Background: an optimization exercise with open tools, aiming at small area. Do not read the settings as production practice. In this exercise RTL edits were held to simulation tests only and were not proved equivalent to the original. Power figures rest on the tool's default switching activity, not on a simulated workload.

== P ==
==> flow/design.v <==
module usb_top (gclk, reset_l, cs1_l, SYN_GEN_LD, CRC_16, TX_LOAD, TX_DATA,
                TX_LAST_BYTE, RX_LOAD, error_crc_rx, TX_READY_LD, T_lastbit,
                qualify_out, DATA, RX_READY_LD, RX_LAST_BYTE);
input        gclk;
input        reset_l;
input        cs1_l;
input        SYN_GEN_LD;
input        CRC_16;
input        TX_LOAD;
input  [7:0] TX_DATA;
input        TX_LAST_BYTE;
input        RX_LOAD;
output       error_crc_rx;
output       TX_READY_LD;
output       T_lastbit;
output [8:0] qualify_out;
output [7:0] DATA;
output       RX_READY_LD;
output       RX_LAST_BYTE;
reg        w1, w2, act2;           
reg  [7:0] sh1, sh2;
reg  [4:0] c1, c2;                 
reg        lbf, crcf;
reg  [3:0] crccnt;
reg  [4:0] pcc;
reg  [5:0] ds;                     
wire       halt = &ds;
wire       done1 = (c1 == 5'd8);
wire       done2 = (c2 == 5'd8);
wire       a1 = w1 & ~act2;
wire       a2 = w2 & act2;
wire       tcs = a1 | a2;
wire       tdo_bit = act2 ? sh2[0] : sh1[0];
wire       crc_done = CRC_16 ? (crccnt == 4'd14) : (crccnt == 4'd3);
wire       tl1 = lbf & ~(w1 | w2);
reg        tl2;
assign     T_lastbit = tl1 | tl2;
assign     TX_READY_LD = ~(w1 & w2) & ~halt;
wire       start = tcs | (CRC_16 & (T_lastbit | crcf)) | (&pcc);
always @(posedge gclk or negedge reset_l)
  if (!reset_l) begin
    w1 <= 1'b0; w2 <= 1'b0;
  end else if ((TX_LOAD | SYN_GEN_LD) & ~w1) w1 <= 1'b1;
  else if (TX_LOAD & ~w2) w2 <= 1'b1;
  else if (done1) w1 <= 1'b0;
  else if (done2) w2 <= 1'b0;
always @(posedge gclk or negedge reset_l)
  if (!reset_l) act2 <= 1'b0;
  else if (done2) act2 <= 1'b0;
  else if (done1) act2 <= 1'b1;
always @(posedge gclk or negedge reset_l)
  if (!reset_l) sh1[0] <= 1'b0;
  else if (~halt) begin
    if (SYN_GEN_LD) sh1[0] <= 1'b0;
    else if (TX_LOAD & ~w1) sh1[0] <= TX_DATA[0];
    else if (a1) sh1[0] <= sh1[1];
  end
always @(posedge gclk)
  if (~halt) begin
    if (SYN_GEN_LD) sh1[7:1] <= 7'h40;
    else if (TX_LOAD & ~w1) sh1[7:1] <= TX_DATA[7:1];
    else if (a1) sh1[7:1] <= {1'b0, sh1[7:2]};
  end
always @(posedge gclk or negedge reset_l)
  if (!reset_l) sh2 <= 8'h00;
  else if (~halt) begin
    if (TX_LOAD & ~w2 & w1) sh2 <= TX_DATA;
    else if (a2) sh2 <= {1'b0, sh2[7:1]};
  end
always @(negedge gclk or negedge reset_l)
  if (!reset_l) c1 <= 5'd0;
  else if (~halt) begin
    if (a1) c1 <= c1 + 5'd1;
    else if (done1) c1 <= 5'd0;
  end
always @(negedge gclk or negedge reset_l)
  if (!reset_l) c2 <= 5'd0;
  else if (~halt) begin
    if (a2) c2 <= c2 + 5'd1;
    else if (done2) c2 <= 5'd0;
  end
always @(negedge gclk)
  tl2 <= tl1;
always @(posedge gclk or negedge reset_l)
  if (!reset_l) lbf <= 1'b0;
  else if (TX_LAST_BYTE) lbf <= 1'b1;
  else if (T_lastbit) lbf <= 1'b0;
always @(posedge gclk or negedge reset_l)
  if (!reset_l) crcf <= 1'b0;
  else if (T_lastbit) crcf <= 1'b1;
  else if (crc_done) crcf <= 1'b0;
always @(posedge gclk or negedge reset_l)
  if (!reset_l) crccnt <= 4'd0;
  else if (crc_done) crccnt <= 4'd0;
  else if (crcf) crccnt <= crccnt + 4'd1;
always @(posedge gclk or negedge reset_l)
  if (!reset_l) pcc <= 5'd0;
  else if (tcs & ~CRC_16 & ~halt) pcc <= pcc + 5'd1;
reg start_txd, tdv, tdo, vd;
always @(posedge gclk) begin
  if (~cs1_l | ~start) ds <= 6'd0;
  else ds <= {ds[4:0], tdo_bit & ~halt};
  start_txd <= cs1_l & start;
  tdv <= start_txd;
  if (~start_txd) tdo <= 1'b1;
  else if (~ds[0]) tdo <= ~tdo;
end
always @(posedge gclk or negedge reset_l)
  if (!reset_l) vd <= 1'b0;
  else vd <= tdv;
wire send_eop = vd & ~tdv;
wire rxd = tdo & ~send_eop;
localparam S_WAIT = 3'd0, S_PID = 3'd1, S_FRAME = 3'd2, S_DEV = 3'd3,
           S_DATA = 3'd4, S_EP = 3'd5, S_CRC5 = 3'd6, S_ERR = 3'd7;
reg  [9:0] in8;                    
reg  [3:0] xc;
wire       xc_init = xc[3] & xc[2] & xc[1];
reg  [1:0] pc;
reg        sb;                     
reg        eop;
reg        en1, q0;                
wire       cs2 = (sd2 != S_WAIT) & ~q0;
reg  [2:0] state, next_state;
reg  [2:0] sd1, sd2;               
wire       pa = (state != S_WAIT);
wire       jv = ~pa & (sd1 == S_WAIT);   
wire       sync_found = jv & ((xc[3] & (in8[7:0] == 8'h54)) |
                              ((xc == 4'd6) & sb & (in8[5:0] == 6'b010100)) |
                              ((xc == 4'd7) & ~sb & (in8[6:0] == 7'b1010100)));
wire       kmode = (state == S_DEV) | (state == S_EP) | (state == S_FRAME);
wire       dc = kmode & ((in8[6:0] == 7'h00) | (in8[6:0] == 7'h7f));
wire       dec = (xc == 4'd8) & ~kmode;
wire [7:0] pid = in8[7:0];
wire       p_sof = (pid == 8'h6c);
wire       p_ios = (pid == 8'h4e) | (pid == 8'h50) | (pid == 8'h72);
wire       p_dat = (pid == 8'h28) | (pid == 8'h36);
wire       p_pre = (pid == 8'h82);
wire       p_known = p_sof | p_ios | p_dat | p_pre | (pid == 8'hd8) | (pid == 8'hc6) | (pid == 8'hfa);
always @(posedge gclk) begin
  in8 <= {in8[8:0], rxd};
  eop <= send_eop;
end
always @(posedge gclk)
  if (sync_found) pc <= 2'd0;
  else if (pc != 2'd0) pc <= (pc == 2'd3) ? pc : pc + 2'd1;
  else if ((state == S_PID) & dec) pc <= 2'd1;
always @(posedge gclk)
  if (sync_found) sb <= rxd;
always @(*) begin
  next_state = state;
  case (state)
    S_WAIT:  if (sync_found) next_state = S_PID;
    S_PID:   if (eop) next_state = S_WAIT;
             else if (dec) begin
               if (p_pre) next_state = S_PID;
               else if (p_dat) next_state = S_DATA;
               else if (p_ios) next_state = S_DEV;
               else if (p_sof) next_state = S_FRAME;
               else if (~p_known) next_state = S_ERR;
             end
    S_DEV:   if (eop) next_state = S_WAIT; else if (xc == 4'd6) next_state = S_EP;
    S_EP:    if (eop) next_state = S_WAIT; else if (xc == 4'd10) next_state = S_CRC5;
    S_FRAME: if (eop) next_state = S_WAIT; else if (xc == 4'd10) next_state = S_CRC5;
    default: if (eop) next_state = S_WAIT;
  endcase
end
always @(posedge gclk or negedge reset_l)
  if (!reset_l) state <= S_WAIT;
  else state <= next_state;
always @(posedge gclk or negedge reset_l)
  if (!reset_l) xc <= 4'd14;
  else if (sync_found) xc <= 4'd1;
  else if (pa) begin
    if (kmode) xc <= eop ? 4'd0 : (dc ? xc : xc + 4'd1);
    else if ((state == S_PID) & dec & ~eop & (p_sof | p_ios)) xc <= 4'd0;
    else if (xc != 4'd0) xc <= xc + 4'd1;
  end
  else if (sd1 != S_WAIT) xc <= 4'd1;
  else if (xc == 4'd15) xc <= 4'd8;
  else if (xc != 4'd8) xc <= xc + 4'd1;
always @(posedge gclk) begin
  sd1 <= state; sd2 <= sd1;
  en1 <= eop; q0 <= en1;
end
assign qualify_out[8] = ~xc_init & (sd2 == S_WAIT);
assign qualify_out[7] = (sd2 == S_PID);
assign qualify_out[6] = (sd2 == S_DEV);
assign qualify_out[5] = (sd2 == S_EP);
assign qualify_out[4] = (sd2 == S_CRC5);
assign qualify_out[3] = (sd2 == S_FRAME);
assign qualify_out[2] = (sd2 == S_DATA);
assign qualify_out[1] = (sd2 == S_ERR);
assign qualify_out[0] = q0;
wire rx_t4 = (pc != 2'd0) | xc[3] | xc[2];    
wire rx_t9 = (pc != 2'd0);                    
wire rx_t11 = (pc == 2'd3);                   
wire halt_rx = cs2 & rx_t9 & (in8[2] != in8[3]) &
               (in8[9:3] == 7'h00 | in8[9:3] == 7'h7f);
wire rdi = (in8[2] == in8[3]);
wire cwe = cs2 & rx_t11;
assign RX_LAST_BYTE = ~(cs2 & rx_t4);
reg  [4:0]  n5;
reg  [15:0] n16;
reg         err16;
wire        chk = qualify_out[0];
wire        si5 = ~(rdi ^ n5[4]) & cwe;
wire        si16 = ~(rdi ^ n16[15]) & cwe;
always @(posedge gclk or negedge reset_l)
  if (!reset_l) begin
    n5 <= 5'h00; n16 <= 16'h0000; err16 <= 1'b0;
  end else begin
    if (~halt_rx) begin
      n5 <= {n5[3], n5[2], n5[1] ^ si5, n5[0], cwe & ~si5};
      n16 <= {n16[14] ^ si16, n16[13:2], n16[1] ^ si16, n16[0], cwe & ~si16};
    end
    if (chk & (n16 != 16'h7ff2)) err16 <= 1'b1;
  end
wire err5 = chk & (n5 != 5'b10011);
assign error_crc_rx = qualify_out[2] ? err16 : err5;
reg [7:0] rsh;
reg [3:0] rcnt;
reg [7:0] data_out;
reg       rdy;
always @(posedge gclk)
  if (~halt_rx) rsh <= {rdi, rsh[7:1]};
always @(negedge gclk)
  if (~halt_rx) begin
    if (~cs2) rcnt <= 4'hf;
    else if (rcnt == 4'd7) rcnt <= 4'd0;
    else rcnt <= rcnt + 4'd1;
  end
always @(negedge gclk or negedge reset_l)
  if (!reset_l) begin
    data_out <= 8'h00; rdy <= 1'b0;
  end else if (rcnt == 4'd7) begin
    data_out <= rsh; rdy <= 1'b1;
  end else if (RX_LOAD) rdy <= 1'b0;
assign DATA = data_out;
assign RX_READY_LD = rdy;
endmodule
Settings: LEC_CHECK=0, CAP_MARGIN=20, CORE_MARGIN=2, CORE_UTILIZATION=40, SLEW_MARGIN=20; clock period 6.0 ns.
standard.sh (not shown) runs the stock make flow with config.mk's settings and CLKGATE_MAP_FILE= SYNTH_SCRIPT=/design/flow/synth_recipe.tcl, a recipe that flattens the netlist after the stock synthesis.
==> flow/flow/run.sh <==
#!/bin/bash
# Layout flow: ORFS synthesis with an area-oriented ABC mapping (the
# registers are the standard synthesis's: only combinational mapping
# changes), then the standard layout with the smallest port buffer
# cell and a clock tree of small buffers without dummy loads.
set -euo pipefail
W="$PWD"
make -C "$FLOW_HOME" DESIGN_CONFIG="$W/config.mk" WORK_HOME="$W/orfs" CLKGATE_MAP_FILE= \
  SYNTH_SCRIPT="$W/flow/synth.tcl" synth > "$W/synth.log" 2>&1
export BUFFER_PORTS_ARGS="-buffer_cell sky130_fd_sc_hd__buf_1"
export CTS_ARGS="-sink_clustering_enable -repair_clock_nets -dont_use_dummy_load -buf_list \"sky130_fd_sc_hd__clkbuf_2 sky130_fd_sc_hd__clkbuf_4 sky130_fd_sc_hd__clkbuf_8\" -sink_buffer_max_cap_derate 0.5"
bash standard.sh finish > "$W/layout.log" 2>&1
==> flow/flow/synth.tcl <==
# Standard ORFS synthesis (as synth_recipe.tcl) with two changes to the
# combinational mapping only: ABC runs its default area-oriented script
# without the speed script, delay target and drive constraints, and adders
# are left to ABC instead of the half/full adder cells.
proc synth {args} { yosys synth -nofsm -noshare {*}$args }
proc abc {args} {
  set out {}
  set skip 0
  foreach a $args {
    if {$skip} { set skip 0; continue }
    if {$a eq "-script" || $a eq "-constr" || $a eq "-D"} { set skip 1; continue }
    lappend out $a
  }
  yosys abc {*}$out
}
set ::env(ADDER_MAP_FILE) ""
source $::env(SCRIPTS_DIR)/synth.tcl
# left out here: clear keep_hierarchy, flatten, clean up, hide names made inside functions, write 1_2_yosys.v
## Diff of input files: T against P
-- flow/design.v --
<<< P, line 114
           S_DATA = 3'd4, S_EP = 3'd5, S_CRC5 = 3'd6, S_ERR = 3'd7;
reg  [9:0] in8;                    
reg  [3:0] xc;
wire       xc_init = xc[3] & xc[2] & xc[1];
reg  [1:0] pc;
reg        sb;                     
reg        eop;
>>> T, line 114
           S_DATA = 3'd4, S_EP = 3'd5, S_CRC5 = 3'd6, S_ERR = 3'd7;
reg  [9:0] in8;                    
reg  [3:0] mc;
reg        sb;                     
reg        eop;
<<< P, line 123
reg  [2:0] state, next_state;
reg  [2:0] sd1, sd2;               
wire       pa = (state != S_WAIT);
wire       jv = ~pa & (sd1 == S_WAIT);   
wire       sync_found = jv & ((xc[3] & (in8[7:0] == 8'h54)) |
                              ((xc == 4'd6) & sb & (in8[5:0] == 6'b010100)) |
                              ((xc == 4'd7) & ~sb & (in8[6:0] == 7'b1010100)));
wire       kmode = (state == S_DEV) | (state == S_EP) | (state == S_FRAME);
wire       dc = kmode & ((in8[6:0] == 7'h00) | (in8[6:0] == 7'h7f));
>>> T, line 121
reg  [2:0] state, next_state;
reg  [2:0] sd1, sd2;               
reg  [3:0] xc;                     
wire       pa = (state != S_WAIT);
wire       jv = ~pa & (sd1 == S_WAIT);   
wire       sync_found = jv & ((mc[3] & (in8[7:0] == 8'h54)) |
                              ((mc == 4'd6) & sb & (in8[5:0] == 6'b010100)) |
                              ((mc == 4'd7) & ~sb & (in8[6:0] == 7'b1010100)));
wire       kmode = (state == S_DEV) | (state == S_EP) | (state == S_FRAME);
wire       dc = kmode & ((in8[6:0] == 7'h00) | (in8[6:0] == 7'h7f));
<<< P, line 141
  eop <= send_eop;
end
always @(posedge gclk)
  if (sync_found) pc <= 2'd0;
  else if (pc != 2'd0) pc <= (pc == 2'd3) ? pc : pc + 2'd1;
  else if ((state == S_PID) & dec) pc <= 2'd1;
always @(posedge gclk)
  if (sync_found) sb <= rxd;
>>> T, line 140
  eop <= send_eop;
end
always @(posedge gclk or negedge reset_l)
  if (!reset_l) mc <= 4'd8;
  else if (pa & ~cs2) mc <= 4'd0;
  else if (~pa & (sd1 != S_WAIT)) mc <= 4'd1;
  else if (~mc[3]) mc <= mc + 4'd1;
always @(posedge gclk)
  if (sync_found) sb <= rxd;
<<< P, line 169
  else state <= next_state;
always @(posedge gclk or negedge reset_l)
  if (!reset_l) xc <= 4'd14;
  else if (sync_found) xc <= 4'd1;
  else if (pa) begin
    if (kmode) xc <= eop ? 4'd0 : (dc ? xc : xc + 4'd1);
    else if ((state == S_PID) & dec & ~eop & (p_sof | p_ios)) xc <= 4'd0;
    else if (xc != 4'd0) xc <= xc + 4'd1;
  end
  else if (sd1 != S_WAIT) xc <= 4'd1;
  else if (xc == 4'd15) xc <= 4'd8;
  else if (xc != 4'd8) xc <= xc + 4'd1;
always @(posedge gclk) begin
  sd1 <= state; sd2 <= sd1;
  en1 <= eop; q0 <= en1;
end
assign qualify_out[8] = ~xc_init & (sd2 == S_WAIT);
assign qualify_out[7] = (sd2 == S_PID);
assign qualify_out[6] = (sd2 == S_DEV);
>>> T, line 169
  else state <= next_state;
always @(posedge gclk or negedge reset_l)
  if (!reset_l) xc <= 4'd0;
  else if (sync_found) xc <= 4'd1;
  else if (kmode) xc <= eop ? 4'd0 : (dc ? xc : xc + 4'd1);
  else if ((state == S_PID) & dec & ~eop & (p_sof | p_ios)) xc <= 4'd0;
  else if (xc != 4'd0) xc <= xc + 4'd1;
reg        v1, v2;
always @(posedge gclk) begin
  sd1 <= state; sd2 <= sd1;
  en1 <= eop; q0 <= en1;
end
always @(posedge gclk or negedge reset_l)
  if (!reset_l) begin v1 <= 1'b0; v2 <= 1'b0; end
  else begin v1 <= 1'b1; v2 <= v1; end
assign qualify_out[8] = v2 & (sd2 == S_WAIT);
assign qualify_out[7] = (sd2 == S_PID);
assign qualify_out[6] = (sd2 == S_DEV);
<<< P, line 192
assign qualify_out[1] = (sd2 == S_ERR);
assign qualify_out[0] = q0;
wire rx_t4 = (pc != 2'd0) | xc[3] | xc[2];    
wire rx_t9 = (pc != 2'd0);                    
wire rx_t11 = (pc == 2'd3);                   
wire halt_rx = cs2 & rx_t9 & (in8[2] != in8[3]) &
               (in8[9:3] == 7'h00 | in8[9:3] == 7'h7f);
wire rdi = (in8[2] == in8[3]);
wire cwe = cs2 & rx_t11;
assign RX_LAST_BYTE = ~(cs2 & rx_t4);
reg  [4:0]  n5;
reg  [15:0] n16;
>>> T, line 191
assign qualify_out[1] = (sd2 == S_ERR);
assign qualify_out[0] = q0;
wire halt_rx = cs2 & (mc[3] | (mc[2] & mc[1])) & (in8[2] != in8[3]) &
               (in8[9:3] == 7'h00 | in8[9:3] == 7'h7f);
wire rdi = (in8[2] == in8[3]);
wire cwe = cs2 & mc[3];
assign RX_LAST_BYTE = ~(cs2 & (mc != 4'd0));
reg  [4:0]  n5;
reg  [15:0] n16;
Results
- Compared with P, T shows a higher hold slack.
- On half-perimeter wire length of the detailed placement result, the higher figure sits with T, not P.
- Net switching power figure improves in T relative to P.
- T: done, clean on timing, DRC and antenna
- Compare P and T | total global-route track usage lower: T
- Between T and P, it is T whose final-layout fill cell count is higher, by 0.67%.
